Source: an optimization exercise on an open RTL-to-GDS flow (aim: small area). Production flows keep margins and buffers that such runs may drop.
Function was not checked in any run shown here: the RTL went through the layout flow alone.

==> flow/design.v, too long to show whole: its modules and the start of the top module <==
// module mulNbit: 859 lines
// module ainv: 5 lines
// module ainvr: 5 lines
// module bxor: 5 lines
// module bxnor: 5 lines
// module bencn: 6 lines
// module bseln: 5 lines
// module fa: 6 lines
module mulNbit(a, b, clk, cin, rst, sum, cout);
  // ...
==> flow/flow/run.sh <==
#!/bin/bash
# The standard layout (standard.sh) with two changes:
#  - after the standard synthesis, every combinational cell is set to the
#    smallest drive strength of its family (flow/downsize.py); the resizer
#    in placement, CTS and routing upsizes what timing needs;
#  - the port buffers are the smallest buffer cell.
set -euo pipefail
ARGS=(BUFFER_PORTS_ARGS="-buffer_cell sky130_fd_sc_hd__buf_1")
R=orfs/results/sky130hd/mulNbit/base
bash standard.sh "${ARGS[@]}" synth > synth.log 2>&1
cp $R/1_2_yosys.v 1_2_yosys.standard.v
python3 flow/downsize.py "$FLOW_HOME/platforms/sky130hd/lib/sky130_fd_sc_hd__tt_025C_1v80.lib" $R/1_2_yosys.v > downsize.log 2>&1
rm -f $R/1_synth.odb $R/1_synth.sdc
bash standard.sh "${ARGS[@]}" finish > standard.log 2>&1
==> flow/flow/downsize.py <==
#!/usr/bin/env python3
"""Set every combinational cell of the synthesized netlist to the smallest
drive strength of its family (same function, same pins); the placement and
routing steps' resizer then upsizes whatever timing needs.
usage: downsize.py LIB NETLIST  (rewrites NETLIST in place)"""
import re
import sys
import collections

lib = open(sys.argv[1]).read()
cells = {}
for m in re.finditer(r'\n\s*cell\s*\(\s*"?(\w+)"?\s*\)\s*\{', lib):
    name = m.group(1)
    start = m.end()
    nxt = lib.find('\n    cell (', start)
    body = lib[start:nxt if nxt > 0 else len(lib)]
    am = re.search(r'area\s*:\s*([\d.]+)', body)
    pins = tuple(sorted(re.findall(r'pin\s*\(\s*"?(\w+)"?\s*\)', body)))
    ff = 'ff (' in body or 'ff(' in body or 'latch' in body
    cells[name] = (float(am.group(1)) if am else 0.0, pins, ff)
fam = collections.defaultdict(list)
for name, (area, pins, ff) in cells.items():
    m = re.match(r'(sky130_fd_sc_hd__\w+?)_(\d+)$', name)
    if m:
        fam[(m.group(1), pins)].append((area, int(m.group(2)), name))
best = {}
for (base, pins), lst in fam.items():
    lst.sort()
    for area, n, name in lst:
        best[name] = lst[0][2]
net = open(sys.argv[2]).read()
count = collections.Counter()


def rep(m):
    name = m.group(1)
    if name not in cells or cells[name][2]:
        return m.group(0)
    if name.startswith(('sky130_fd_sc_hd__clkbuf', 'sky130_fd_sc_hd__conb')):
        return m.group(0)
    b = best.get(name, name)
    if cells[b][0] >= cells[name][0]:
        b = name
    if b != name:
        count[(name, b)] += 1
    return m.group(0).replace(name, b, 1)


net = re.sub(r'^\s*(sky130_fd_sc_hd__\w+)\s', rep, net, flags=re.M)
open(sys.argv[2], 'w').write(net)
for (a, b), n in sorted(count.items()):
    print('%4d %s -> %s' % (n, a, b))
==> flow/standard.sh <==
#!/bin/bash
# synth_recipe.tcl (not shown) runs the flow's synth.tcl, then flattens the netlist and writes it again
# the make line also repeats each setting of config.mk as NAME=value (left out here)
make -C /OpenROAD-flow-scripts/flow DESIGN_CONFIG=/design/flow/config.mk WORK_HOME=/design/flow/orfs CLKGATE_MAP_FILE= SYNTH_SCRIPT=/design/flow/synth_recipe.tcl "${@:-finish}"
==> flow/config.mk <==
export PLATFORM = sky130hd
export DESIGN_NAME = mulNbit
export DESIGN_NICKNAME = mulNbit
export VERILOG_FILES = /design/flow/design.v
export SDC_FILE = /design/flow/constraint.sdc
export NUM_CORES = 4
export LEC_CHECK = 0
export CAP_MARGIN = 10
export CORE_MARGIN = 2
export CORE_UTILIZATION = 60
export CTS_BUF_LIST = sky130_fd_sc_hd__clkbuf_4 sky130_fd_sc_hd__clkbuf_8
export GPL_TIMING_DRIVEN = 0
export SLEW_MARGIN = 10
export SYNTH_HIERARCHICAL = 1
export SYNTH_MINIMUM_KEEP_SIZE = 0
==> flow/constraint.sdc <==
create_clock -name core_clock -period 8.5 [get_ports {clk}]
set_input_delay 1.7000 -clock core_clock [delete_from_list [all_inputs] [get_ports {clk}]]
set_output_delay 1.7000 -clock core_clock [all_outputs]
set_load 0.01 [all_outputs]
==> results.toml, run 1 <==
[route]
wl_met2_mm = 16.8
num_vias = 9645
ant_nets = 0
wirelength_mm = 36.5
drt-initial-drc-count = 1173
firstDrtPassIters = 6
drcViolationCount = 0

[final_layout]
num_antenna_cells = 0
nNonClkBuffers = 116
comb.multi_input.count = 990
buffer_area_share_pct = 4.93
final_core_util_pct = 68.7

[worst_hold_path]
worstHoldStart = "b[5]"

[timing]
worst_pin_slew_ns = 1.08
finalCriticalPeriod_ns = 8.32
finalMaxSlewViolations = 0
setup_viol = 0

[placement]
place_congestion = 0.915
dp_worst_setup_slack_ns = -1.97
dpl.cell_count = 1387

[grt]
grt_start_max_net_pins = 34
globalRouteMet2Util_pct = 59.3
grt_pass1_vias = 10100

[critical_path]
crit_end = "sum[27]"
path_cells = "buf_4 > buf_16 > xor2_2 > clkinvlp_4 > buf_4 > o22ai_1 > xor2_1 > fa_1 > fa_1 > fa_1 > fa_1 > fa_1 > fa_1 > ha_1 > a21o_1 > o311ai_1 > a21oi_1 > or2_2 > fa_1 > xor2_1"
critPathKind = "in -> reg"
crit_start = "b[3]"
end_kind = "flop"

[clock_network]
ctsRootBufferMaster = "clkbuf_8"

[flow_run]
cap_viol_max_count = 0

[floorplanning]
core_mm2 = 0.0180

[outcome]
outcome = "complete, no violations"
==> module bxor, before the edit <==
module bxor(a, b, y);
	input a, b;
	output y;
	assign y = a ^ b;
endmodule
==> run 2, diff against run 1 <==
--- a/flow/design.v
+++ b/flow/design.v
@@ -1,15 +1,15 @@
 module mulNbit(a, b, clk, cin, rst, sum, cout);
 	parameter N = 32;
 	input [N-1:0] a, b;
 	input cin, clk, rst;
 	output reg [N-1:0] sum;
 	output reg cout;
-  wire neg1, neg2, neg3, neg4, neg5, neg6, neg7, neg8, neg9, neg10, neg11, neg12, neg13, neg14, neg15, neg16, an17, an18, an19, an20, an21, an22, an23, an24, an25, an26, an27, an28, an29, an30, an31, an32, an33, an34, an35, an36, an37, an38, an39, an40, an41, an42, an43, an44, an45, an46, an47, an48, onen49, twon50, onen51, twon52, t53, one54, onen55, twon56, t57, one58, onen59, twon60, t61, one62, onen63, twon64, t65, one66, onen67, twon68, t69, one70, onen71, twon72, t73, one74, onen75, twon76, t77, one78, onen79, twon80, t81, one82, onen83, twon84, t85, one86, onen87, twon88, t89, one90, onen91, twon92, t93, one94, onen95, twon96, t97, one98, onen99, twon100, t101, one102, onen103, twon104, t105, one106, onen107, twon108, t109, one110, pp111, pc112, pp113, pp114, pp115, pp116, pp117, pp118, pp119, pp120, pp121, pp122, pp123, pp124, pp125, pp126, pp127, pp128, pp129, pp130, pp131, pp132, pp133, pp134, pp135, pp136, pp137, pp138, pp139, pp140, pp141, pp142, pp143, pp144, pp145, pc146, pp147, pp148, pp149, pp150, pp151, pp152, pp153, pp154, pp155, pp156, pp157, pp158, pp159, pp160, pp161, pp162, pp163, pp164, pp165, pp166, pp167, pp168, pp169, pp170, pp171, pp172, pp173, pp174, pp175, pp176, pp177, pc178, pp179, pp180, pp181, pp182, pp183, pp184, pp185, pp186, pp187, pp188, pp189, pp190, pp191, pp192, pp193, pp194, pp195, pp196, pp197, pp198, pp199, pp200, pp201, pp202, pp203, pp204, pp205, pp206, pp207, pc208, pp209, pp210, pp211, pp212, pp213, pp214, pp215, pp216, pp217, pp218, pp219, pp220, pp221, pp222, pp223, pp224, pp225, pp226, pp227, pp228, pp229, pp230, pp231, pp232, pp233, pp234, pp235, pc236, pp237, pp238, pp239, pp240, pp241, pp242, pp243, pp244, pp245, pp246, pp247, pp248, pp249, pp250, pp251, pp252, pp253, pp254, pp255, pp256, pp257, pp258, pp259, pp260, pp261, pc262, pp263, pp264, pp265, pp266, pp267, pp268, pp269, pp270, pp271, pp272, pp273, pp274, pp275, pp276, pp277, pp278, pp279, pp280, pp281, pp282, pp283, pp284, pp285, pc286, pp287, pp288, pp289, pp290, pp291, pp292, pp293, pp294, pp295, pp296, pp297, pp298, pp299, pp300, pp301, pp302, pp303, pp304, pp305, pp306, pp307, pc308, pp309, pp310, pp311, pp312, pp313, pp314, pp315, pp316, pp317, pp318, pp319, pp320, pp321, pp322, pp323, pp324, pp325, pp326, pp327, pc328, pp329, pp330, pp331, pp332, pp333, pp334, pp335, pp336, pp337, pp338, pp339, pp340, pp341, pp342, pp343, pp344, pp345, pc346, pp347, pp348, pp349, pp350, pp351, pp352, pp353, pp354, pp355, pp356, pp357, pp358, pp359, pp360, pp361, pc362, pp363, pp364, pp365, pp366, pp367, pp368, pp369, pp370, pp371, pp372, pp373, pp374, pp375, pc376, pp377, pp378, pp379, pp380, pp381, pp382, pp383, pp384, pp385, pp386, pp387, pc388, pp389, pp390, pp391, pp392, pp393, pp394, pp395, pp396, pp397, pc398, pp399, pp400, pp401, pp402, pp403, pp404, pp405, pc406, pp407, pp408, pp409, pp410, pp411, pc412, pp413, pp414, pp415, s416, c417, s418, c419, s420, c421, s422, c423, s424, c425, s426, c427, s428, c429, s430, c431, s432, c433, s434, c435, s436, c437, s438, c439, s440, c441, s442, c443, s444, c445, s446, c447, s448, c449, s450, c451, s452, c453, s454, c455, s456, c457, s458, c459, s460, c461, s462, c463, s464, c465, s466, c467, s468, c469, s470, c471, s472, c473, s474, c475, s476, c477, s478, c479, s480, c481, s482, c483, s484, c485, s486, c487, s488, c489, s490, c491, s492, c493, s494, c495, s496, c497, s498, c499, s500, c501, s502, c503, s504, c505, s506, c507, s508, c509, s510, c511, s512, c513, s514, c515, s516, c517, s518, c519, s520, c521, s522, c523, s524, c525, s526, c527, s528, c529, s530, c531, s532, c533, s534, c535, s536, c537, s538, c539, s540, c541, s542, c543, s544, c545, s546, c547, s548, c549, s550, c551, s552, c553, s554, c555, s556, c557, s558, c559, s560, c561, s562, c563, s564, c565, s566, c567, s568, c569, s570, c571, s572, c573, s574, c575, s576, c577, s578, c579, s580, c581, s582, c583, s584, c585, s586, c587, s588, c589, s590, c591, s592, c593, s594, c595, s596, c597, s598, c599, s600, c601, s602, c603, s604, c605, s606, c607, s608, c609, s610, c611, s612, c613, s614, c615, s616, c617, s618, c619, s620, c621, s622, c623, s624, c625, s626, c627, s628, c629, s630, c631, s632, c633, s634, c635, s636, c637, s638, c639, s640, c641, s642, c643, s644, c645, s646, c647, s648, c649, s650, c651, s652, c653, s654, c655, s656, c657, s658, c659, s660, c661, s662, c663, s664, c665, s666, c667, s668, c669, s670, c671, s672, c673, s674, c675, s676, c677, s678, c679, s680, c681, s682, c683, s684, c685, s686, c687, s688, c689, s690, c691, s692, c693, s694, c695, s696, c697, s698, c699, s700, c701, s702, c703, s704, c705, s706, c707, s708, c709, s710, c711, s712, c713, s714, c715, s716, c717, s718, c719, s720, c721, s722, c723, s724, c725, s726, c727, s728, c729, s730, c731, s732, c733, s734, c735, s736, c737, s738, c739, s740, c741, s742, c743, s744, c745, s746, c747, s748, c749, s750, c751, s752, c753, s754, c755, s756, c757, s758, c759, s760, c761, s762, c763, s764, c765, s766, c767, s768, c769, s770, c771, s772, c773, s774, c775, s776, c777, s778, c779, s780, c781, s782, c783, s784, c785, s786, c787, s788, c789, s790, c791, s792, c793, s794, c795, s796, c797, s798, c799, s800, c801, s802, c803, s804, c805, s806, c807, s808, c809, s810, c811, s812, c813, s814, c815, s816, c817, s818, c819, s820, c821, s822, c823, s824, c825, s826, c827, s828, c829, s830, c831, s832, c833, s834, c835, s836, c837, s838, c839, s840, c841, s842, c843, s844, c845, s846, c847, s848, c849, s850, c851, s852, c853, s854, c855, s856, c857, s858, c859, s860, c861, s862, c863, s864, c865, s866, c867, s868, c869, s870, c871, s872, c873, s874, c875, s876, c877, s878, c879, s880, c881, x882, x883, x884, x885, x886, x887, x888, x889, x890, x891, x892, x893, x894, x895, x896, x897, x898, x899, x900, x901, x902, x903, x904, x905, x906, x907, x908, x909, x910, x911, x912, g913, p914, g915, p916, g917, p918, g919, p920, g921, p922, g923, p924, g925, p926, g927, p928, g929, p930, g931, p932, g933, p934, g935, p936, G937, P938, G939, P940, G941, P942, G943, P944, G945, P946, G947, P948, G949, P950, G951, P952, G953, P954, G955, P956, G957, P958, G959, P960, G961, P962, G963, P964, G965, P966, G967, P968, G969, P970, G971, P972, G973, P974, G975, P976, G977, P978, G979, P980, G981, P982, G983, P984, G985, P986, G987, P988, G989, P990, G991, P992, G993, P994, G995, P996, G997, P998, G999, P1000, G1001, P1002, G1003, P1004, G1005, P1006, G1007, P1008, G1009, P1010, G1011, P1012, G1013, P1014, G1015, P1016, G1017, P1018, sum1019, sum1020, sum1021, sum1022, sum1023, sum1024, sum1025, sum1026, sum1027, sum1028, sum1029, sum1030, sum1031, sum1032, sum1033, sum1034, sum1035, sum1036, sum1037, sum1038, sum1039, sum1040, sum1041, sum1042;
+  wire neg1, neg2, neg3, neg4, neg5, neg6, neg7, neg8, neg9, neg10, neg11, neg12, neg13, neg14, neg15, neg16, an17, an18, an19, an20, an21, an22, an23, an24, an25, an26, an27, an28, an29, an30, an31, an32, an33, an34, an35, an36, an37, an38, an39, an40, an41, an42, an43, an44, an45, an46, an47, an48, onen49, twon50, onen51, twon52, t53, one54, onen55, twon56, t57, one58, onen59, twon60, t61, one62, onen63, twon64, t65, one66, onen67, twon68, t69, one70, onen71, twon72, t73, one74, onen75, twon76, t77, one78, onen79, twon80, t81, one82, onen83, twon84, t85, one86, onen87, twon88, t89, one90, onen91, twon92, t93, one94, onen95, twon96, t97, one98, onen99, twon100, t101, one102, onen103, twon104, t105, one106, onen107, twon108, t109, one110, pp111, pc112, pp113, pp114, pp115, pp116, pp117, pp118, pp119, pp120, pp121, pp122, pp123, pp124, pp125, pp126, pp127, pp128, pp129, pp130, pp131, pp132, pp133, pp134, pp135, pp136, pp137, pp138, pp139, pp140, pp141, pp142, pp143, pp144, pp145, pc146, pp147, pp148, pp149, pp150, pp151, pp152, pp153, pp154, pp155, pp156, pp157, pp158, pp159, pp160, pp161, pp162, pp163, pp164, pp165, pp166, pp167, pp168, pp169, pp170, pp171, pp172, pp173, pp174, pp175, pp176, pp177, pc178, pp179, pp180, pp181, pp182, pp183, pp184, pp185, pp186, pp187, pp188, pp189, pp190, pp191, pp192, pp193, pp194, pp195, pp196, pp197, pp198, pp199, pp200, pp201, pp202, pp203, pp204, pp205, pp206, pp207, pc208, pp209, pp210, pp211, pp212, pp213, pp214, pp215, pp216, pp217, pp218, pp219, pp220, pp221, pp222, pp223, pp224, pp225, pp226, pp227, pp228, pp229, pp230, pp231, pp232, pp233, pp234, pp235, pc236, pp237, pp238, pp239, pp240, pp241, pp242, pp243, pp244, pp245, pp246, pp247, pp248, pp249, pp250, pp251, pp252, pp253, pp254, pp255, pp256, pp257, pp258, pp259, pp260, pp261, pc262, pp263, pp264, pp265, pp266, pp267, pp268, pp269, pp270, pp271, pp272, pp273, pp274, pp275, pp276, pp277, pp278, pp279, pp280, pp281, pp282, pp283, pp284, pp285, pc286, pp287, pp288, pp289, pp290, pp291, pp292, pp293, pp294, pp295, pp296, pp297, pp298, pp299, pp300, pp301, pp302, pp303, pp304, pp305, pp306, pp307, pc308, pp309, pp310, pp311, pp312, pp313, pp314, pp315, pp316, pp317, pp318, pp319, pp320, pp321, pp322, pp323, pp324, pp325, pp326, pp327, pc328, pp329, pp330, pp331, pp332, pp333, pp334, pp335, pp336, pp337, pp338, pp339, pp340, pp341, pp342, pp343, pp344, pp345, pc346, pp347, pp348, pp349, pp350, pp351, pp352, pp353, pp354, pp355, pp356, pp357, pp358, pp359, pp360, pp361, pc362, pp363, pp364, pp365, pp366, pp367, pp368, pp369, pp370, pp371, pp372, pp373, pp374, pp375, pc376, pp377, pp378, pp379, pp380, pp381, pp382, pp383, pp384, pp385, pp386, pp387, pc388, pp389, pp390, pp391, pp392, pp393, pp394, pp395, pp396, pp397, pc398, pp399, pp400, pp401, pp402, pp403, pp404, pp405, pc406, pp407, pp408, pp409, pp410, pp411, pc412, pp413, pp414, pp415, s416, c417, s418, c419, s420, c421, s422, c423, s424, c425, s426, c427, s428, c429, s430, c431, s432, c433, s434, c435, s436, c437, s438, c439, s440, c441, s442, c443, s444, c445, s446, c447, s448, c449, s450, c451, s452, c453, s454, c455, s456, c457, s458, c459, s460, c461, s462, c463, s464, c465, s466, c467, s468, c469, s470, c471, s472, c473, s474, c475, s476, c477, s478, c479, s480, c481, s482, c483, s484, c485, s486, c487, s488, c489, s490, c491, s492, c493, s494, c495, s496, c497, s498, c499, s500, c501, s502, c503, s504, c505, s506, c507, s508, c509, s510, c511, s512, c513, s514, c515, s516, c517, s518, c519, s520, c521, s522, c523, s524, c525, s526, c527, s528, c529, s530, c531, s532, c533, s534, c535, s536, c537, s538, c539, s540, c541, s542, c543, s544, c545, s546, c547, s548, c549, s550, c551, s552, c553, s554, c555, s556, c557, s558, c559, s560, c561, s562, c563, s564, c565, s566, c567, s568, c569, s570, c571, s572, c573, s574, c575, s576, c577, s578, c579, s580, c581, s582, c583, s584, c585, s586, c587, s588, c589, s590, c591, s592, c593, s594, c595, s596, c597, s598, c599, s600, c601, s602, c603, s604, c605, s606, c607, s608, c609, s610, c611, s612, c613, s614, c615, s616, c617, s618, c619, s620, c621, s622, c623, s624, c625, s626, c627, s628, c629, s630, c631, s632, c633, s634, c635, s636, c637, s638, c639, s640, c641, s642, c643, s644, c645, s646, c647, s648, c649, s650, c651, s652, c653, s654, c655, s656, c657, s658, c659, s660, c661, s662, c663, s664, c665, s666, c667, s668, c669, s670, c671, s672, c673, s674, c675, s676, c677, s678, c679, s680, c681, s682, c683, s684, c685, s686, c687, s688, c689, s690, c691, s692, c693, s694, c695, s696, c697, s698, c699, s700, c701, s702, c703, s704, c705, s706, c707, s708, c709, s710, c711, s712, c713, s714, c715, s716, c717, s718, c719, s720, c721, s722, c723, s724, c725, s726, c727, s728, c729, s730, c731, s732, c733, s734, c735, s736, c737, s738, c739, s740, c741, s742, c743, s744, c745, s746, c747, s748, c749, s750, c751, s752, c753, s754, c755, s756, c757, s758, c759, s760, c761, s762, c763, s764, c765, s766, c767, s768, c769, s770, c771, s772, c773, s774, c775, s776, c777, s778, c779, s780, c781, s782, c783, s784, c785, s786, c787, s788, c789, s790, c791, s792, c793, s794, c795, s796, c797, s798, c799, s800, c801, s802, c803, s804, c805, s806, c807, s808, c809, s810, c811, s812, c813, s814, c815, s816, c817, s818, c819, s820, c821, s822, c823, s824, c825, s826, c827, s828, c829, s830, c831, s832, c833, s834, c835, s836, c837, s838, c839, s840, c841, s842, c843, s844, c845, s846, c847, s848, c849, s850, c851, s852, c853, s854, c855, s856, c857, s858, c859, s860, c861, s862, c863, s864, c865, s866, c867, s868, c869, s870, c871, s872, c873, s874, c875, s876, c877, s878, c879, s880, c881, x882, x883, x884, x885, x886, x887, x888, x889, x890, x891, x892, x893, x894, x895, x896, x897, x898, x899, x900, x901, x902, x903, x904, x905, x906, x907, x908, x909, x910, x911, x912, g913, p914, g915, p916, g917, p918, g919, p920, g921, p922, g923, p924, g925, p926, g927, p928, g929, p930, g931, p932, g933, p934, g935, p936, G937, P938, G939, P940, G941, P942, G943, P944, G945, P946, G947, P948, G949, P950, G951, P952, G953, P954, G955, P956, G957, P958, G959, P960, G961, P962, G963, P964, G965, P966, G967, P968, G969, P970, G971, P972, G973, P974, G975, P976, G977, P978, G979, P980, G981, P982, G983, P984, G985, P986, G987, P988, G989, P990, G991, P992, G993, P994, G995, P996, G997, P998, G999, P1000, G1001, P1002, G1003, P1004, G1005, P1006, G1007, P1008, G1009, P1010, G1011, P1012, G1013, P1014, G1015, P1016, G1017, P1018, G1019, P1020, G1021, P1022, G1023, P1024, G1025, P1026, G1027, P1028, G1029, P1030, G1031, P1032, G1033, P1034, G1035, P1036, G1037, P1038, G1039, P1040, sum1041, sum1042, sum1043, sum1044, sum1045, sum1046, sum1047, sum1048, sum1049, sum1050, sum1051, sum1052, sum1053, sum1054, sum1055, sum1056, sum1057, sum1058, sum1059, sum1060, sum1061, sum1062, sum1063, sum1064;
   wire [32:0] prod;
   assign neg1 = b[1];
   assign neg2 = b[3];
   assign neg3 = b[5];
   assign neg4 = b[7];
   assign neg5 = b[9];
   assign neg6 = b[11];
   assign neg7 = b[13];
@@ -54,73 +54,73 @@
   ainvr u_ai29 (.x(a[29]), .r(rst), .y(an46));
   ainvr u_ai30 (.x(a[30]), .r(rst), .y(an47));
   ainvr u_ai31 (.x(a[31]), .r(rst), .y(an48));
   assign onen49 = ~b[0];
   assign twon50 = b[0] | ~b[1];
   bxor u_encx1 (.a(b[2]), .b(b[1]), .y(one54));
   ainv u_encxi1 (.x(one54), .y(onen51));
   bxor u_enct1 (.a(b[3]), .b(b[2]), .y(t53));
-  assign twon52 = ~(t53 & onen51);
+  btwon u_enctw1 (.one(one54), .t(t53), .twon(twon52));
   bxor u_encx2 (.a(b[4]), .b(b[3]), .y(one58));
   ainv u_encxi2 (.x(one58), .y(onen55));
   bxor u_enct2 (.a(b[5]), .b(b[4]), .y(t57));
-  assign twon56 = ~(t57 & onen55);
+  btwon u_enctw2 (.one(one58), .t(t57), .twon(twon56));
   bxor u_encx3 (.a(b[6]), .b(b[5]), .y(one62));
   ainv u_encxi3 (.x(one62), .y(onen59));
   bxor u_enct3 (.a(b[7]), .b(b[6]), .y(t61));
-  assign twon60 = ~(t61 & onen59);
+  btwon u_enctw3 (.one(one62), .t(t61), .twon(twon60));
   bxor u_encx4 (.a(b[8]), .b(b[7]), .y(one66));
   ainv u_encxi4 (.x(one66), .y(onen63));
   bxor u_enct4 (.a(b[9]), .b(b[8]), .y(t65));
-  assign twon64 = ~(t65 & onen63);
+  btwon u_enctw4 (.one(one66), .t(t65), .twon(twon64));
   bxor u_encx5 (.a(b[10]), .b(b[9]), .y(one70));
   ainv u_encxi5 (.x(one70), .y(onen67));
   bxor u_enct5 (.a(b[11]), .b(b[10]), .y(t69));
-  assign twon68 = ~(t69 & onen67);
+  btwon u_enctw5 (.one(one70), .t(t69), .twon(twon68));
   bxor u_encx6 (.a(b[12]), .b(b[11]), .y(one74));
   ainv u_encxi6 (.x(one74), .y(onen71));
   bxor u_enct6 (.a(b[13]), .b(b[12]), .y(t73));
-  assign twon72 = ~(t73 & onen71);
+  btwon u_enctw6 (.one(one74), .t(t73), .twon(twon72));
   bxor u_encx7 (.a(b[14]), .b(b[13]), .y(one78));
   ainv u_encxi7 (.x(one78), .y(onen75));
   bxor u_enct7 (.a(b[15]), .b(b[14]), .y(t77));
-  assign twon76 = ~(t77 & onen75);
+  btwon u_enctw7 (.one(one78), .t(t77), .twon(twon76));
   bxor u_encx8 (.a(b[16]), .b(b[15]), .y(one82));
   ainv u_encxi8 (.x(one82), .y(onen79));
   bxor u_enct8 (.a(b[17]), .b(b[16]), .y(t81));
-  assign twon80 = ~(t81 & onen79);
+  btwon u_enctw8 (.one(one82), .t(t81), .twon(twon80));
   bxor u_encx9 (.a(b[18]), .b(b[17]), .y(one86));
   ainv u_encxi9 (.x(one86), .y(onen83));
   bxor u_enct9 (.a(b[19]), .b(b[18]), .y(t85));
-  assign twon84 = ~(t85 & onen83);
+  btwon u_enctw9 (.one(one86), .t(t85), .twon(twon84));
   bxor u_encx10 (.a(b[20]), .b(b[19]), .y(one90));
   ainv u_encxi10 (.x(one90), .y(onen87));
   bxor u_enct10 (.a(b[21]), .b(b[20]), .y(t89));
-  assign twon88 = ~(t89 & onen87);
+  btwon u_enctw10 (.one(one90), .t(t89), .twon(twon88));
   bxor u_encx11 (.a(b[22]), .b(b[21]), .y(one94));
   ainv u_encxi11 (.x(one94), .y(onen91));
   bxor u_enct11 (.a(b[23]), .b(b[22]), .y(t93));
-  assign twon92 = ~(t93 & onen91);
+  btwon u_enctw11 (.one(one94), .t(t93), .twon(twon92));
   bxor u_encx12 (.a(b[24]), .b(b[23]), .y(one98));
   ainv u_encxi12 (.x(one98), .y(onen95));
   bxor u_enct12 (.a(b[25]), .b(b[24]), .y(t97));
-  assign twon96 = ~(t97 & onen95);
+  btwon u_enctw12 (.one(one98), .t(t97), .twon(twon96));
   bxor u_encx13 (.a(b[26]), .b(b[25]), .y(one102));
   ainv u_encxi13 (.x(one102), .y(onen99));
   bxor u_enct13 (.a(b[27]), .b(b[26]), .y(t101));
-  assign twon100 = ~(t101 & onen99);
+  btwon u_enctw13 (.one(one102), .t(t101), .twon(twon100));
   bxor u_encx14 (.a(b[28]), .b(b[27]), .y(one106));
   ainv u_encxi14 (.x(one106), .y(onen103));
   bxor u_enct14 (.a(b[29]), .b(b[28]), .y(t105));
-  assign twon104 = ~(t105 & onen103);
+  btwon u_enctw14 (.one(one106), .t(t105), .twon(twon104));
   bxor u_encx15 (.a(b[30]), .b(b[29]), .y(one110));
   ainv u_encxi15 (.x(one110), .y(onen107));
   bxor u_enct15 (.a(b[31]), .b(b[30]), .y(t109));
-  assign twon108 = ~(t109 & onen107);
+  btwon u_enctw15 (.one(one110), .t(t109), .twon(twon108));
   assign pp111 = ~(onen49 | an17);
   assign pc112 = neg1 & ~pp111;
   bseln u_sel0_1 (.onen(onen49), .twon(twon50), .neg(neg1), .xn1(an18), .xn0(an17), .p(pp113));
   bseln u_sel0_2 (.onen(onen49), .twon(twon50), .neg(neg1), .xn1(an19), .xn0(an18), .p(pp114));
   bseln u_sel0_3 (.onen(onen49), .twon(twon50), .neg(neg1), .xn1(an20), .xn0(an19), .p(pp115));
   bseln u_sel0_4 (.onen(onen49), .twon(twon50), .neg(neg1), .xn1(an21), .xn0(an20), .p(pp116));
   bseln u_sel0_5 (.onen(onen49), .twon(twon50), .neg(neg1), .xn1(an22), .xn0(an21), .p(pp117));
   bseln u_sel0_6 (.onen(onen49), .twon(twon50), .neg(neg1), .xn1(an23), .xn0(an22), .p(pp118));
@@ -732,156 +732,183 @@
   assign G953 = 1'b0 | (s718 & g929);
   assign P954 = s718 & p930;
   assign G955 = 1'b0 | (s768 & g931);
   assign P956 = s768 & p932;
   assign G957 = 1'b0 | (s822 & g933);
   assign P958 = s822 & p934;
   assign G959 = 1'b0 | (s880 & g935);
   assign P960 = s880 & p936;
-  assign G961 = G939 | (P940 & G937);
-  assign P962 = P940 & P938;
-  assign G963 = G943 | (P944 & G941);
-  assign P964 = P944 & P942;
-  assign G965 = G947 | (P948 & G945);
-  assign P966 = P948 & P946;
-  assign G967 = G951 | (P952 & G949);
-  assign P968 = P952 & P950;
-  assign G969 = G955 | (P956 & G953);
-  assign P970 = P956 & P954;
-  assign G971 = G959 | (P960 & G957);
-  assign P972 = P960 & P958;
-  assign G973 = G963 | (P964 & G961);
-  assign P974 = P964 & P962;
-  assign G975 = G967 | (P968 & G965);
-  assign P976 = P968 & P966;
-  assign G977 = G971 | (P972 & G969);
-  assign P978 = P972 & P970;
-  assign G979 = G975 | (P976 & G973);
-  assign P980 = P976 & P974;
-  assign G981 = G977 | (P978 & G979);
-  assign P982 = P978 & P980;
-  assign G983 = G965 | (P966 & G973);
-  assign P984 = P966 & P974;
-  assign G985 = G969 | (P970 & G979);
-  assign P986 = P970 & P980;
-  assign G987 = G941 | (P942 & G961);
-  assign P988 = P942 & P962;
-  assign G989 = G945 | (P946 & G973);
-  assign P990 = P946 & P974;
-  assign G991 = G949 | (P950 & G983);
-  assign P992 = P950 & P984;
-  assign G993 = G953 | (P954 & G979);
-  assign P994 = P954 & P980;
-  assign G995 = G957 | (P958 & G985);
-  assign P996 = P958 & P986;
-  assign G997 = g915 | (p916 & G937);
-  assign P998 = p916 & P938;
-  assign G999 = g917 | (p918 & G961);
-  assign P1000 = p918 & P962;
-  assign G1001 = g919 | (p920 & G987);
-  assign P1002 = p920 & P988;
-  assign G1003 = g921 | (p922 & G973);
-  assign P1004 = p922 & P974;
-  assign G1005 = g923 | (p924 & G989);
-  assign P1006 = p924 & P990;
-  assign G1007 = g925 | (p926 & G983);
-  assign P1008 = p926 & P984;
-  assign G1009 = g927 | (p928 & G991);
-  assign P1010 = p928 & P992;
-  assign G1011 = g929 | (p930 & G979);
-  assign P1012 = p930 & P980;
-  assign G1013 = g931 | (p932 & G993);
-  assign P1014 = p932 & P994;
-  assign G1015 = g933 | (p934 & G985);
-  assign P1016 = p934 & P986;
-  assign G1017 = g935 | (p936 & G995);
-  assign P1018 = p936 & P996;
-  assign sum1019 = p914 ^ 1'b0;
-  assign sum1020 = p916 ^ G937;
-  assign sum1021 = s480 ^ G997;
-  assign sum1022 = p918 ^ G961;
-  assign sum1023 = s502 ^ G999;
-  assign sum1024 = p920 ^ G987;
-  assign sum1025 = s528 ^ G1001;
-  assign sum1026 = p922 ^ G973;
-  assign sum1027 = s558 ^ G1003;
-  assign sum1028 = p924 ^ G989;
-  assign sum1029 = s592 ^ G1005;
-  assign sum1030 = p926 ^ G983;
-  assign sum1031 = s630 ^ G1007;
-  assign sum1032 = p928 ^ G991;
-  assign sum1033 = s672 ^ G1009;
-  assign sum1034 = p930 ^ G979;
-  assign sum1035 = s718 ^ G1011;
-  assign sum1036 = p932 ^ G993;
-  assign sum1037 = s768 ^ G1013;
-  assign sum1038 = p934 ^ G985;
-  assign sum1039 = s822 ^ G1015;
-  assign sum1040 = p936 ^ G995;
-  assign sum1041 = s880 ^ G1017;
-  assign sum1042 = x912 ^ G981;
+  assign G961 = g915 | (p916 & G937);
+  assign P962 = p916 & P938;
+  assign G963 = G939 | (P940 & G937);
+  assign P964 = P940 & P938;
+  assign G965 = g919 | (p920 & G941);
+  assign P966 = p920 & P942;
+  assign G967 = G943 | (P944 & G941);
+  assign P968 = P944 & P942;
+  assign G969 = g923 | (p924 & G945);
+  assign P970 = p924 & P946;
+  assign G971 = G947 | (P948 & G945);
+  assign P972 = P948 & P946;
+  assign G973 = g927 | (p928 & G949);
+  assign P974 = p928 & P950;
+  assign G975 = G951 | (P952 & G949);
+  assign P976 = P952 & P950;
+  assign G977 = g931 | (p932 & G953);
+  assign P978 = p932 & P954;
+  assign G979 = G955 | (P956 & G953);
+  assign P980 = P956 & P954;
+  assign G981 = g935 | (p936 & G957);
+  assign P982 = p936 & P958;
+  assign G983 = G959 | (P960 & G957);
+  assign P984 = P960 & P958;
+  assign G985 = g917 | (p918 & G963);
+  assign P986 = p918 & P964;
+  assign G987 = G941 | (P942 & G963);
+  assign P988 = P942 & P964;
+  assign G989 = G965 | (P966 & G963);
+  assign P990 = P966 & P964;
+  assign G991 = G967 | (P968 & G963);
+  assign P992 = P968 & P964;
+  assign G993 = g925 | (p926 & G971);
+  assign P994 = p926 & P972;
+  assign G995 = G949 | (P950 & G971);
+  assign P996 = P950 & P972;
+  assign G997 = G973 | (P974 & G971);
+  assign P998 = P974 & P972;
+  assign G999 = G975 | (P976 & G971);
+  assign P1000 = P976 & P972;
+  assign G1001 = g933 | (p934 & G979);
+  assign P1002 = p934 & P980;
+  assign G1003 = G957 | (P958 & G979);
+  assign P1004 = P958 & P980;
+  assign G1005 = G981 | (P982 & G979);
+  assign P1006 = P982 & P980;
+  assign G1007 = G983 | (P984 & G979);
+  assign P1008 = P984 & P980;
+  assign G1009 = g921 | (p922 & G991);
+  assign P1010 = p922 & P992;
+  assign G1011 = G945 | (P946 & G991);
+  assign P1012 = P946 & P992;
+  assign G1013 = G969 | (P970 & G991);
+  assign P1014 = P970 & P992;
+  assign G1015 = G971 | (P972 & G991);
+  assign P1016 = P972 & P992;
+  assign G1017 = G993 | (P994 & G991);
+  assign P1018 = P994 & P992;
+  assign G1019 = G995 | (P996 & G991);
+  assign P1020 = P996 & P992;
+  assign G1021 = G997 | (P998 & G991);
+  assign P1022 = P998 & P992;
+  assign G1023 = G999 | (P1000 & G991);
+  assign P1024 = P1000 & P992;
+  assign G1025 = g929 | (p930 & G1023);
+  assign P1026 = p930 & P1024;
+  assign G1027 = G953 | (P954 & G1023);
+  assign P1028 = P954 & P1024;
+  assign G1029 = G977 | (P978 & G1023);
+  assign P1030 = P978 & P1024;
+  assign G1031 = G979 | (P980 & G1023);
+  assign P1032 = P980 & P1024;
+  assign G1033 = G1001 | (P1002 & G1023);
+  assign P1034 = P1002 & P1024;
+  assign G1035 = G1003 | (P1004 & G1023);
+  assign P1036 = P1004 & P1024;
+  assign G1037 = G1005 | (P1006 & G1023);
+  assign P1038 = P1006 & P1024;
+  assign G1039 = G1007 | (P1008 & G1023);
+  assign P1040 = P1008 & P1024;
+  bxor u_sum9 (.a(p914), .b(1'b0), .y(sum1041));
+  bxor u_sum10 (.a(p916), .b(G937), .y(sum1042));
+  bxor u_sum11 (.a(s480), .b(G961), .y(sum1043));
+  bxor u_sum12 (.a(p918), .b(G963), .y(sum1044));
+  bxor u_sum13 (.a(s502), .b(G985), .y(sum1045));
+  bxor u_sum14 (.a(p920), .b(G987), .y(sum1046));
+  bxor u_sum15 (.a(s528), .b(G989), .y(sum1047));
+  bxor u_sum16 (.a(p922), .b(G991), .y(sum1048));
+  bxor u_sum17 (.a(s558), .b(G1009), .y(sum1049));
+  bxor u_sum18 (.a(p924), .b(G1011), .y(sum1050));
+  bxor u_sum19 (.a(s592), .b(G1013), .y(sum1051));
+  bxor u_sum20 (.a(p926), .b(G1015), .y(sum1052));
+  bxor u_sum21 (.a(s630), .b(G1017), .y(sum1053));
+  bxor u_sum22 (.a(p928), .b(G1019), .y(sum1054));
+  bxor u_sum23 (.a(s672), .b(G1021), .y(sum1055));
+  bxor u_sum24 (.a(p930), .b(G1023), .y(sum1056));
+  bxor u_sum25 (.a(s718), .b(G1025), .y(sum1057));
+  bxor u_sum26 (.a(p932), .b(G1027), .y(sum1058));
+  bxor u_sum27 (.a(s768), .b(G1029), .y(sum1059));
+  bxor u_sum28 (.a(p934), .b(G1031), .y(sum1060));
+  bxor u_sum29 (.a(s822), .b(G1033), .y(sum1061));
+  bxor u_sum30 (.a(p936), .b(G1035), .y(sum1062));
+  bxor u_sum31 (.a(s880), .b(G1037), .y(sum1063));
+  assign sum1064 = x912 ^ G1039;
   assign prod[0] = pp111;
   assign prod[1] = s416;
   assign prod[2] = s418;
   assign prod[3] = s422;
   assign prod[4] = s426;
   assign prod[5] = s432;
   assign prod[6] = s438;
   assign prod[7] = s446;
   assign prod[8] = s454;
-  assign prod[9] = sum1019;
-  assign prod[10] = sum1020;
-  assign prod[11] = sum1021;
-  assign prod[12] = sum1022;
-  assign prod[13] = sum1023;
-  assign prod[14] = sum1024;
-  assign prod[15] = sum1025;
-  assign prod[16] = sum1026;
-  assign prod[17] = sum1027;
-  assign prod[18] = sum1028;
-  assign prod[19] = sum1029;
-  assign prod[20] = sum1030;
-  assign prod[21] = sum1031;
-  assign prod[22] = sum1032;
-  assign prod[23] = sum1033;
-  assign prod[24] = sum1034;
-  assign prod[25] = sum1035;
-  assign prod[26] = sum1036;
-  assign prod[27] = sum1037;
-  assign prod[28] = sum1038;
-  assign prod[29] = sum1039;
-  assign prod[30] = sum1040;
-  assign prod[31] = sum1041;
-  assign prod[32] = sum1042;
+  assign prod[9] = sum1041;
+  assign prod[10] = sum1042;
+  assign prod[11] = sum1043;
+  assign prod[12] = sum1044;
+  assign prod[13] = sum1045;
+  assign prod[14] = sum1046;
+  assign prod[15] = sum1047;
+  assign prod[16] = sum1048;
+  assign prod[17] = sum1049;
+  assign prod[18] = sum1050;
+  assign prod[19] = sum1051;
+  assign prod[20] = sum1052;
+  assign prod[21] = sum1053;
+  assign prod[22] = sum1054;
+  assign prod[23] = sum1055;
+  assign prod[24] = sum1056;
+  assign prod[25] = sum1057;
+  assign prod[26] = sum1058;
+  assign prod[27] = sum1059;
+  assign prod[28] = sum1060;
+  assign prod[29] = sum1061;
+  assign prod[30] = sum1062;
+  assign prod[31] = sum1063;
+  assign prod[32] = sum1064;
 	always @ (posedge clk)
 	begin
 		{cout, sum} <= prod;
 	end
 endmodule
 module ainv(x, y);
 	input x;
 	output y;
 	assign y = ~x;
 endmodule
 module ainvr(x, r, y);
 	input x, r;
 	output y;
 	assign y = ~(x & r);
 endmodule
-module bxor(a, b, y);
+module bxor(a, b, y);   
 	input a, b;
 	output y;
 	assign y = a ^ b;
 endmodule
 module bxnor(a, b, y);
 	input a, b;
 	output y;
 	assign y = ~(a ^ b);
 endmodule
+module btwon(one, t, twon);
+	input one, t;
+	output twon;
+	assign twon = one | ~t;
+endmodule
 module bencn(b1, b0, bm, onen, twon);
 	input b1, b0, bm;
 	output onen, twon;
 	assign onen = ~(b0 ^ bm);
 	assign twon = ~(b1 ^ b0) | (b0 ^ bm);
 endmodule
 module bseln(onen, twon, neg, xn1, xn0, p);
 	input onen, twon, neg, xn1, xn0;
--- a/flow/config.mk
+++ b/flow/config.mk
@@ -5,11 +5,13 @@
 export SDC_FILE = /design/flow/constraint.sdc
 export NUM_CORES = 4
 export LEC_CHECK = 0
 export CAP_MARGIN = 10
 export CORE_MARGIN = 2
 export CORE_UTILIZATION = 60
 export CTS_BUF_LIST = sky130_fd_sc_hd__clkbuf_4 sky130_fd_sc_hd__clkbuf_8
 export GPL_TIMING_DRIVEN = 0
+export PLACE_DENSITY = 0.75
+export SETUP_SLACK_MARGIN = 0.05
 export SLEW_MARGIN = 10
 export SYNTH_HIERARCHICAL = 1
 export SYNTH_MINIMUM_KEEP_SIZE = 0
==> run 2 against run 1 <==
Still clean. Via count is 0.69% higher. Final area fell by 2.2%. Critical path depth is 2 lower. Fmax rose by 0.27%. Global-route usage shrank 2.4 points. Die area is 1.0% lower. Largest cell class unchanged.
==> results.toml, run 2 <==
[outcome]
outcome = "complete, no violations"

[grt]
grt_pass1_vias = 9891
gr-total-overflow = 0
grt_pass1_wl_mm = 53.8
grt_start_max_net_pins = 34
antenna_found_initial = 0
grtUsageTotal_pct = 35.5

[placement]
place_congestion = 0.941
place.port_buffers = 98
dpl.cell_count = 1377
dpl.hpwl_mm = 23.4

[critical_path]
crit_top_cell = "fa_1"
path_cells = "clkbuf_4 > xor2_1 > nand2b_4 > o22ai_1 > xor2_1 > fa_1 > fa_1 > fa_1 > fa_1 > fa_1 > fa_1 > fa_1 > xnor2_1 > xnor2_1 > xnor2_1 > xnor3_1 > xnor2_1 > xnor2_1"
cp.arrival_ns = 8.55
slowest_delay_ns = 0.60
cp.required_ns = 8.75
path_buf_inv = 1
worst-path-max-fanout = 27
crit_path_start_kind = "input pin"
crit_family = "adder cells"
cp_slowest_cell = "xor2_1"
end_kind = "flop"
critPathKind = "in -> reg"

[route]
via_per_inst = 6.95
num_vias = 9712
drcViolationCount = 0
wirelength_mm = 35.1
drt-initial-drc-count = 1318
wl_per_cell_um = 25.1
firstDrtPassIters = 5
ant_nets = 0

[clock_network]
path_clk_slew_ns = 0.09
cts_buffer_depth = 2
cts.sinks = 33
cts_tree = "built"
numCtsBuffers = 5
h-tree-depth = 2
ctsRootBufferMaster = "clkbuf_8"

[final_layout]
num_antenna_cells = 0
layout_commonest_cell = "xor2_1"
area_growth_pct = 10.3
fin_nets = 1479
final_cell_mix = "xor2_1, o22ai_1, fa_1, buf_1, dfxtp_1"
drive_gt1_share_pct = 5.91
largest_register_ffs = 32
stdcell_count = 1397

[flow_run]
cap_viol_max_count = 0

[synthesis]
synth_nets = 1357
synthCells = 1045
avgSynthCellArea_um2 = 10.5
synth_warnings = 7
synth_area_mm2 = 0.0110

[timing]
finalMaxSlewViolations = 0
max_freq_mhz = 120
tns_ns = 0
fin_hold_ws_ns = 2.08
finalCriticalPeriod_ns = 8.30
period_share_pct = 97.7
setup_viol = 0
hold_viol_final = 0
worst_pin_slew_ns = 1.07
rsz0062_at_grt = "false"
relSlewSlack_pct = 28.4

[floorplanning]
dieArea_mm2 = 0.0194
die_x_um = 139
initial_utilization_pct = 61.1
core_mm2 = 0.0180
num_rows = 49
io_pins = 100
die_h_um = 139

[worst_hold_path]
worstHoldStart = "b[1]"
hold_depth = 3
whs_endpoint = "sum[1]"
hold_class = "in -> reg"
==> run 2: how the worst max path moves through the flow <==
| stage | startpoint | endpoint | slack (ns) | cells past startpoint |
|---|---|---|---|---|
| finish | b[9] | cout | 0.20 | 18 |
| global route | b[21] | cout | 0.05 | 18 |
| CTS | b[11] | sum[28] | 0.08 | 19 |
| detailed placement | rst | cout | -1.44 | 19 |
| global placement | b[1] | sum[28] | -2.06 | 18 |
| floorplan | b[0] | cout | 0.82 | 17 |
==> run 2: what timing repair did <==
item	in CTS	in global routing
endpoints found under the hold margin	0	0
hold buffers	0	0
setup buffers	0	8
setup endpoints to repair	16	6
resized for setup	19	28
cloned	0	5
==> run 2: cell type report <==
cell class | instances | area [um^2]
fill | 1433 | 5860
clock inverter | 2 | 10.0
timing repair inverter | 5 | 37.5
sequential | 33 | 661
tap | 229 | 287
timing repair buffer | 111 | 583
multi-input combinational | 992 | 10400
inverter | 18 | 90.1
buffer | 1 | 5.00
clock buffer | 6 | 76.3
==> run 2: per-stage QoR <==
| stage | worst slack (ns) | util, % | area (um^2) |
|---|---|---|---|
| floorplan | 0.824 | - | 11000 |
| global placement | -2.06 | 64.7 | 11600 |
| detailed placement | -1.44 | 65.6 | 11800 |
| CTS | 0.0762 | 66.3 | 11900 |
| global route | 0.0536 | 67.4 | 12100 |
| finish | 0.199 | 67.4 | 12100 |
==> run 2: layer usage <==
layer	wire length (um)	vias up	track usage [%]
met2	15700	853	53.3
met1	13100	4725	48.5
met3	4700	139	9.36
met5	0	-	0
met4	1550	0	17.1
li1	-	3995	-
==> run 3, diff against run 2 <==
--- a/flow/config.mk
+++ b/flow/config.mk
@@ -10,7 +10,7 @@
 export CORE_UTILIZATION = 60
 export CTS_BUF_LIST = sky130_fd_sc_hd__clkbuf_4 sky130_fd_sc_hd__clkbuf_8
 export GPL_TIMING_DRIVEN = 0
-export PLACE_DENSITY = 0.75
+export PLACE_DENSITY = 0.8
 export SETUP_SLACK_MARGIN = 0.05
 export SLEW_MARGIN = 10
 export SYNTH_HIERARCHICAL = 1
==> run 3 against run 2 <==
Core utilization up 0.11 points. Die area unchanged. Highest routed layer is now met5. Final area up 0.17%. Wire length up 1.5%.
==> results.toml, run 3 <==
[outcome]
outcome = "complete, no violations"

[critical_path]
path_cells = "clkbuf_4 > xor2_1 > clkinvlp_4 > o22ai_1 > xor2_1 > fa_1 > fa_1 > fa_1 > fa_1 > fa_1 > fa_1 > fa_1 > xnor2_1 > xnor2_1 > xnor2_1 > xnor3_1 > xnor2_1 > xnor2_1"
end_kind = "flop"
path_buf_inv = 2
cp.arrival_ns = 8.44
slowest_delay_ns = 0.59
timing.critical_path.depth = 18
crit_path_start_kind = "input pin"
critPathKind = "in -> reg"
cp_slowest_cell = "fa_1"
worst-path-max-fanout = 27
crit_top_cell = "fa_1"
crit_family = "adder cells"
cp.required_ns = 8.73

[route]
via_per_inst = 7.12
wl_per_cell_um = 25.4
ant_nets = 0
drt-initial-drc-count = 1485
wirelength_mm = 35.6
firstDrtPassIters = 8
drcViolationCount = 0
num_vias = 9969

[placement]
dp_worst_setup_slack_ns = -1.61
place.port_buffers = 98
place_area_mm2 = 0.0118
dpl.hpwl_mm = 23.4
place_congestion = 0.936

[grt]
gr-total-overflow = 0
grtUsageTotal_pct = 36.0
grt_pass1_wl_mm = 54.4
grt_pass1_vias = 10100
grt_start_max_net_pins = 34
antenna_found_initial = 0

[worst_hold_path]
worstHoldStart = "b[1]"
hold_class = "in -> reg"
hold_depth = 3
whs_endpoint = "sum[1]"

[timing]
worst_pin_slew_ns = 1.12
relSlewSlack_pct = 25.4
fin_ws_ns = 0.296
setup_viol = 0
max_freq_mhz = 122
finalCriticalPeriod_ns = 8.20
period_share_pct = 96.5
fin_hold_ws_ns = 1.93
hold_viol_final = 0
finalMaxSlewViolations = 0
rsz0062_at_grt = "false"

[synthesis]
synth_nets = 1357
synth_warnings = 7
synthCells = 1045
avgSynthCellArea_um2 = 10.5
synth_area_mm2 = 0.0110

[final_layout]
fin_nets = 1483
area_growth_pct = 10.5
final_core_util_pct = 67.5
final_cell_mix = "xor2_1, o22ai_1, fa_1, buf_1, dfxtp_1"
largest_register_ffs = 32
num-fill-cells = 1409
num_antenna_cells = 0
multi_input_area_mm2 = 0.0103
drive_gt1_share_pct = 6.23
final_area_mm2 = 0.0121
layout_commonest_cell = "xor2_1"
regArea_um2 = 661

[floorplanning]
initial_utilization_pct = 61.1
die_x_um = 139
die_h_um = 139
dieArea_mm2 = 0.0194
core_mm2 = 0.0180
num_rows = 49
io_pins = 100

[clock_network]
h-tree-depth = 2
ctsHoldBuffers = 0
numCtsBuffers = 5
path_clk_slew_ns = 0.08
cts_buffer_depth = 2
cts_tree = "built"
ctsRootBufferMaster = "clkbuf_8"
cts.sinks = 33

[flow_run]
cap_viol_max_count = 0
[run 3: worst max-delay path by stage]
stage                         end  from  slack, ns
after global routing         cout  b[9]       0.06
after detailed placement  sum[28]   rst      -1.61
after global placement    sum[28]  b[1]      -2.22
after CTS                    cout  b[5]       0.06
final                        cout  b[9]       0.30
after floorplan              cout  b[0]       0.82
[run 3: layout make-up]
class	count	area share [%]
Buffer	2	0.0826
Tap cell	229	2.36
Clock inverter	3	0.144
Timing Repair Buffer	115	5.10
Clock buffer	5	0.568
Sequential cell	33	5.45
Timing Repair inverter	4	0.227
Multi-Input combinational cell	992	85.3
Inverter	18	0.743
[run 3: worst min-delay path: stages]
cell     delay, ns
buf_2         0.22
nor2b_1       0.16
ha_1          0.12
[run 3: per-stage QoR]
step	setup TNS, ns	cells
2_1_floorplan	0	1045
3_3_place_gp	-30.49	1372
3_5_place_dp	-19.30	1377
4_1_cts	0	1385
5_1_grt	0	1401
6_report	0	1401
[run 3: repair_timing]
action	4_1_cts	5_1_grt
buffers inserted	0	11
gates cloned	0	4
setup endpoints to repair	19	3
endpoints found under the hold margin	0	0
resized for setup	18	28
[run 3: layer usage]
layer	up-vias	track usage, %	part of all wire [%]
met2	980	55.0	45
met5	-	2.26	0.17
met1	4756	47.4	35
met4	2	16.5	6.1
li1	4009	-	-
met3	222	10.7	14

-- what the ideal ports hide --
The results above use ideal ports. As a check the final layouts listed here were re-extracted and re-timed, cells and wires unchanged.
Step 1 assumes that a clkbuf_16 drives the clock port and a buf_2 every other input.
Step 2 moves the port delays by t, midway between the first and last clock arrival at a register: inputs arrive t later, outputs are due t later. That takes back most of the time a late clock gives input paths.
Slacks: ideal ports / drivers / drivers and shift; pairs: ideal ports / drivers.
| run | t, ns | slack for setup (ns) | hold slack, ns | worst setup path after step 2 | worst register clock-pin slew, ns |
|---|---|---|---|---|---|
| run 1 | 0.378 | 0.177 / 0.195 / -0.183 | 2.127 / 2.104 / 2.094 | input to register | 0.13 / 0.13 |
| run 2 | 0.350 | 0.199 / 0.202 / -0.148 | 2.076 / 2.059 / 2.099 | input to register | 0.10 / 0.10 |
| run 3 | 0.354 | 0.296 / 0.305 / -0.049 | 1.929 / 1.917 / 2.097 | input to register | 0.11 / 0.11 |
With both steps, setup timing fails in every run listed, where it was met with ideal ports. For run 1, which loses most, drivers alone change the setup slack by +0.018 ns; drivers and shift together by -0.360 ns.
